This design comes from an exercise in tuning for small area on the open sky130 flow, not from production work. Function was checked by simulation only, so behaviour that the tests miss may differ from the original. The clock input has no modelled driver; a real chip could not lean on it and would need a root buffer or a full tree. No activity file was given, so power comes from the tool's default toggle rates.

== run E ==
## NDigitDisplay
module NDigitDisplay #(
    parameter N_DIGITS=8
)(
    input  logic        clk,
    input  logic        rstn,
    input  logic        rx,
    input  logic        send,
    output logic        tx,
    output logic [7:0]  an,
    output logic [6:0]  seg
);
==> module rxlogic_handle, before the edit <==
module rxlogic_handle (
    input  logic        clk,
    input  logic        rst,
    input  logic [7:0]  data,
    input  logic        valid,
    input  logic        adv,     
    output logic [4:0]  code     
);
    function automatic logic [4:0] enc(input logic [7:0] c);
        logic is_letter, is_digit;
        logic [4:0] lcode, dcode;
        is_letter = (c[7:5] == 3'b010) && (c[4:0] != 5'd0) && (c[4:0] <= 5'd26);
        is_digit  = (c[7:4] == 4'b0011) && (c[3:0] <= 4'd9);
        lcode = ((c[4:0] == 5'd24) ? 5'd8 : c[4:0]) ^ 5'd15;
        dcode[0] = (c[3:0] == 4'd2) | (c[3:0] == 4'd4) | (c[3:0] == 4'd7) | (c[3:0] == 4'd9);
        dcode[1] = (c[3:0] == 4'd1) | (c[3:0] == 4'd4) | (c[3:0] == 4'd6) | (c[3:0] == 4'd7) | (c[3:0] == 4'd9);
        dcode[2] = (c[3:0] == 4'd1) | (c[3:0] == 4'd2) | (c[3:0] == 4'd3) | (c[3:0] == 4'd4) | (c[3:0] == 4'd5) | (c[3:0] == 4'd7);
        dcode[3] = (c[3:0] == 4'd5) | (c[3:0] == 4'd7);
        dcode[4] = (c[3:0] == 4'd2) | (c[3:0] == 4'd3) | (c[3:0] == 4'd4) | (c[3:0] == 4'd5) | (c[3:0] == 4'd6) | (c[3:0] == 4'd8) | (c[3:0] == 4'd9);
        enc = is_letter ? lcode : is_digit ? dcode : 5'd17;
    endfunction
    logic [39:0] d;        
    logic [2:0]  rs;       
    logic [2:0]  wpos;     
    logic        pend;     
    wire  [4:0]  wcode = enc(data);
    wire         wnow  = (valid | pend) && (wpos == 3'd7);
    function automatic logic [2:0] inc1(input logic [2:0] x);
        inc1 = {x[2] ^ (x[1] & x[0]), x[1] ^ x[0], ~x[0]};
    endfunction
    function automatic logic [2:0] inc2(input logic [2:0] x);
        inc2 = {x[2] ^ x[1], ~x[1], x[0]};
    endfunction
    always_ff @(posedge clk or posedge rst) begin
        if (rst) begin
            d    <= '0;
            rs   <= 3'd0;
            wpos <= 3'd7;
            pend <= 1'b0;
        end else begin
            d    <= {d[34:0], wnow ? wcode : d[39:35]};
            pend <= (valid | pend) && !wnow;
            wpos <= wnow ? wpos : inc1(wpos);
            rs   <= adv ? inc2(rs) : inc1(rs);
        end
    end
    assign code = (pend && rs == wpos) ? wcode : d[5*rs +: 5];
endmodule
clock: 10.0 ns
lec_check: 0
cap_margin: 20
core_margin: 2
core_utilization: 40
slew_margin: 20
standard.sh (not shown) runs the stock make flow with config.mk's settings and CLKGATE_MAP_FILE= SYNTH_SCRIPT=/design/flow/synth_recipe.tcl, a recipe that flattens the netlist after the stock synthesis.
==> flow/flow/run.sh <==
#!/bin/bash
# Layout flow: the standard synthesis with an area-oriented ABC script
# and no adder extraction, then the standard ORFS steps with a lighter clock
# tree and minimum-size port buffers. Each step's output goes to its own log.
set -euo pipefail
F=$PWD/flow
export MY_ABC_SCRIPT=$F/abc_area.script
export FLOW_SYNTH_TCL=$PWD/synth_recipe.tcl
bash standard.sh SYNTH_SCRIPT=$F/mysynth.tcl ADDER_MAP_FILE= synth > synth.log 2>&1
export PRE_CTS_TCL=$F/mycts.tcl
bash standard.sh \
  "BUFFER_PORTS_ARGS=-buffer_cell sky130_fd_sc_hd__buf_1" \
  finish > layout.log 2>&1
Other scripts of this flow, unchanged in this note and not shown: flow/flow/abc_area.script, flow/flow/mycts.tcl, flow/flow/mysynth.tcl
## Diff of input files: run X against run E
--- a/flow/design.v
+++ b/flow/design.v
@@ -117,34 +117,37 @@
         enc = is_letter ? lcode : is_digit ? dcode : 5'd17;
     endfunction
     logic [39:0] d;        
     logic [2:0]  rs;       
     logic [2:0]  wpos;     
     logic        pend;     
+    logic        fl;       
     wire  [4:0]  wcode = enc(data);
     wire         wnow  = (valid | pend) && (wpos == 3'd7);
     function automatic logic [2:0] inc1(input logic [2:0] x);
         inc1 = {x[2] ^ (x[1] & x[0]), x[1] ^ x[0], ~x[0]};
     endfunction
     function automatic logic [2:0] inc2(input logic [2:0] x);
         inc2 = {x[2] ^ x[1], ~x[1], x[0]};
     endfunction
     always_ff @(posedge clk or posedge rst) begin
         if (rst) begin
-            d    <= '0;
+            fl   <= 1'b1;
             rs   <= 3'd0;
             wpos <= 3'd7;
             pend <= 1'b0;
         end else begin
-            d    <= {d[34:0], wnow ? wcode : d[39:35]};
+            if (wpos == 3'd6) fl <= 1'b0;
             pend <= (valid | pend) && !wnow;
             wpos <= wnow ? wpos : inc1(wpos);
             rs   <= adv ? inc2(rs) : inc1(rs);
         end
     end
-    assign code = (pend && rs == wpos) ? wcode : d[5*rs +: 5];
+    always_ff @(posedge clk)
+        d <= {d[34:0], wnow ? wcode : (d[39:35] & {5{~fl}})};
+    assign code = (pend && rs == wpos) ? wcode : (d[5*rs +: 5] & {5{~fl}});
 endmodule
 module NDigitDisplay #(
     parameter N_DIGITS=8
 )(
     input  logic        clk,
     input  logic        rstn,
[summary]
- Run X | stages: all done | timing, DRC, antenna: all pass
- Run X against run E: max-cap violation count held steady, remaining antenna violation count held steady, utilization shrank by 0.81 points, number of cells on the critical path grew by 1, setup slack after layout shrank by 0.15 ns.
- Between run E and run X, the proportion of power drawn by flip-flops and latches does not differ in any meaningful way.
- Overall power after layout: run X > run E
- ~same clock network fraction of total power in run E and run X
- Power consumed by sequential cells essentially unchanged between run X and run E.
- Sort run E and run X by wire length on met1 asc -> top: run X
- Run X against run E: area taken by multi-input logic gates moved down; peak supply drop saw a decrease.
In every run of this note, the design's own scripts or RTL, not TritonCTS, make the clock network.

-- re-timing with driven ports --
How much do the figures lean on ideal ports? The routed layouts below were timed once more, with nothing changed but the port constraints.
Step 1 assumes that a clkbuf_16 drives the clock port and a buf_2 every other input.
Step 2, shift: input delay + t, output delay - t, t = (earliest + latest rising clock arrival at the registers) / 2. This alone moves slack from input paths to output paths.
a / b / c = ideal ports / drivers / drivers and shift; a / b = the first two.
| run | t, ns | setup WS [ns] | clock arrival spread, ns |
|---|---|---|---|
| run E | 0.243 | 6.189 / 6.147 / 6.390 | 0.019 / 0.019 |
| run X | 0.245 | 6.034 / 5.992 / 6.238 | 0.023 / 0.023 |
After both steps setup and hold are still met in every run listed.
